Background: an optimization exercise with open tools, aiming at small area, a short achievable clock period and few clock cycles per item. Do not read the settings as production practice.
Where RTL was checked, it was by simulation tests only, not by an equivalence proof against the original.

T:
// systolic_array_top
module systolic_array_top #(
    parameter DATAWIDTH = 16,
    parameter N_SIZE = 3
) (
    input  logic clk,
    input  logic rst_n,
    input  logic valid_in,
    input  logic [N_SIZE*DATAWIDTH-1:0] matrix_a_in,    
    input  logic [N_SIZE*DATAWIDTH-1:0] matrix_b_in,    
    output logic valid_out,
    output logic [N_SIZE*DATAWIDTH*2-1:0] matrix_c_out
);
==> module systolic_array_top, before the edit <==
module systolic_array_top #(
    parameter DATAWIDTH = 16,
    parameter N_SIZE = 3
) (
    input  logic clk,
    input  logic rst_n,
    input  logic valid_in,
    input  logic [N_SIZE*DATAWIDTH-1:0] matrix_a_in,    
    input  logic [N_SIZE*DATAWIDTH-1:0] matrix_b_in,    
    output logic valid_out,
    output logic [N_SIZE*DATAWIDTH*2-1:0] matrix_c_out
);
    logic [3:0] cnt;
    logic       first_c, first_k;
    logic [2:0] k;
    logic       rot;
    always_ff @(posedge clk) begin
        rot     <= cnt >= 4'd2 && cnt <= 4'd9;
        first_c <= (cnt == 4'd0 && valid_in) || cnt == 4'd3 || cnt == 4'd6;
        k       <= cnt == 4'd0 ? 3'b001 : {k[1:0], k[2]};
    end
    assign first_k = k[0];
    always_ff @(posedge clk, negedge rst_n) begin
        if (!rst_n) begin
            cnt       <= 4'd0;
            valid_out <= 1'b0;
        end else begin
            if (cnt == 4'd0) begin
                if (valid_in) cnt <= 4'd1;
            end else if (cnt != 4'd11) begin
                cnt <= cnt + 4'd1;
            end
            valid_out <= cnt == 4'd4 || cnt == 4'd7 || cnt == 4'd10;
        end
    end
    logic [15:0]      a_next;
    logic [16:0]      a_pad;
    logic [2:0][15:0] a1, a2;
    logic [2:0][47:0] b;
    logic [8:0]       one;
    logic [7:0]       two, neg;
    assign a_next = rot ? a1[2] : matrix_a_in[15:0];
    assign a_pad  = {a_next, 1'b0};
    always_ff @(posedge clk) begin
        for (int i = 0; i < 8; i++) begin
            one[i] <= a_pad[2*i+1] ^ a_pad[2*i];
            two[i] <= (a_pad[2*i+2] & ~a_pad[2*i+1] & ~a_pad[2*i])
                    | (~a_pad[2*i+2] & a_pad[2*i+1] & a_pad[2*i]);
            neg[i] <= a_pad[2*i+2];
        end
        one[8] <= a_next[15];
        a1[0] <= rot ? a2[2] : matrix_a_in[31:16];
        a1[1] <= a1[0];
        a1[2] <= a1[1];
        a2[0] <= matrix_a_in[47:32];
        a2[1] <= a2[0];
        a2[2] <= a2[1];
        b[0]  <= rot ? b[2] : matrix_b_in;
        b[1]  <= b[0];
        b[2]  <= b[1];
    end
    systolic_array u_array (
        .clk  (clk),
        .first({first_k, first_c}),
        .one  (one),
        .two  (two),
        .neg  (neg),
        .b    (b[0]),
        .sum  (matrix_c_out)
    );
endmodule
Settings: LEC_CHECK=0, CAP_MARGIN=20, CORE_MARGIN=2, CORE_UTILIZATION=40, SLEW_MARGIN=20; clock period 10.0 ns.
standard.sh (not shown) runs the stock make flow with config.mk's settings and CLKGATE_MAP_FILE= SYNTH_SCRIPT=/design/flow/synth_recipe.tcl, a recipe that flattens the netlist after the stock synthesis.
==> flow/flow/run.sh <==
#!/bin/bash
# The standard layout, with timing repair aiming at a 3.5 ns period (setup
# margin 6.5 ns on the 10 ns clock) instead of the 10 ns period itself, and
# the port buffers made with buf_2 cells.
set -euo pipefail
bash standard.sh finish SETUP_SLACK_MARGIN=6.5 "BUFFER_PORTS_ARGS=-buffer_cell sky130_fd_sc_hd__buf_2" > flow.log 2>&1
Testbench counts of T, summed over its fixed seeds: cycles 3,840, items 320.
Edits applied to the flow inputs when going from T to P:
diff --git a/flow/design.v b/flow/design.v
--- a/flow/design.v
+++ b/flow/design.v
@@ -882,13 +882,11 @@
     output logic [N_SIZE*DATAWIDTH*2-1:0] matrix_c_out
 );
     logic [3:0] cnt;
     logic       first_c, first_k;
     logic [2:0] k;
-    logic       rot;
     always_ff @(posedge clk) begin
-        rot     <= cnt >= 4'd2 && cnt <= 4'd9;
         first_c <= (cnt == 4'd0 && valid_in) || cnt == 4'd3 || cnt == 4'd6;
         k       <= cnt == 4'd0 ? 3'b001 : {k[1:0], k[2]};
     end
     assign first_k = k[0];
     always_ff @(posedge clk, negedge rst_n) begin
@@ -908,27 +906,27 @@
     logic [16:0]      a_pad;
     logic [2:0][15:0] a1, a2;
     logic [2:0][47:0] b;
     logic [8:0]       one;
     logic [7:0]       two, neg;
-    assign a_next = rot ? a1[2] : matrix_a_in[15:0];
+    assign a_next = valid_in ? matrix_a_in[15:0] : a1[2];
     assign a_pad  = {a_next, 1'b0};
     always_ff @(posedge clk) begin
         for (int i = 0; i < 8; i++) begin
             one[i] <= a_pad[2*i+1] ^ a_pad[2*i];
             two[i] <= (a_pad[2*i+2] & ~a_pad[2*i+1] & ~a_pad[2*i])
                     | (~a_pad[2*i+2] & a_pad[2*i+1] & a_pad[2*i]);
             neg[i] <= a_pad[2*i+2];
         end
         one[8] <= a_next[15];
-        a1[0] <= rot ? a2[2] : matrix_a_in[31:16];
+        a1[0] <= valid_in ? matrix_a_in[31:16] : a2[2];
         a1[1] <= a1[0];
         a1[2] <= a1[1];
         a2[0] <= matrix_a_in[47:32];
         a2[1] <= a2[0];
         a2[2] <= a2[1];
-        b[0]  <= rot ? b[2] : matrix_b_in;
+        b[0]  <= valid_in ? matrix_b_in : b[2];
         b[1]  <= b[0];
         b[2]  <= b[1];
     end
     systolic_array u_array (
         .clk  (clk),
==> results.txt <==
From T to P the numbers moved as follows: total of clock buffers placed in the layout +3, die area ~0 delta, portion of netlist area occupied by mux cells ~0 delta. P vs. T: number of non-clock inverters in the layout went up by 1. From T to P the numbers moved as follows: area growth from synthesis to layout shows a reduction of 1.2 points, instance count of the mapped netlist shows a reduction of 12. Status: number of sinks driven by the clock tree parity (T, P). P reports a higher maximum clock frequency than T does. Summary of P over T: multi-input logic portion of the cell area shows an increase of 0.51 points; amount of wire on met2 after detailed routing shows a reduction of 1.3%. P against T: final clock skew -28 ps; register-to-register setup slack +20 ps.
The RTL of P was laid out without a check of its function.

what the ideal ports hide:
The results above use ideal ports. As a check the final layouts listed here were re-extracted and re-timed, cells and wires unchanged. Step 1, drivers: a clkbuf_16 drives clk and a buf_2 each remaining input, both assumed. Step 2 also shifts input and output timing later by t, the mid clock arrival at the registers, as if the neighbouring blocks saw the same clock. Three values: ideal, step 1, step 2; two values: the first two.
run | t (ns) | setup slack, ns | latest minus earliest clock arrival (ns) | slew at the worst register clock pin (ns) | cell pins on the clock port's net
T | 0.749 | 6.538 / 6.538 / 6.538 | 0.055 / 0.056 | 0.07 / 0.07 | 1
P | 0.698 | 6.559 / 6.559 / 6.103 | 0.029 / 0.029 | 0.07 / 0.07 | 1
After both steps every run listed still meets setup and hold. The setup slack of P, which loses most, moves by 0.000 ns with the drivers and by -0.456 ns with both steps.
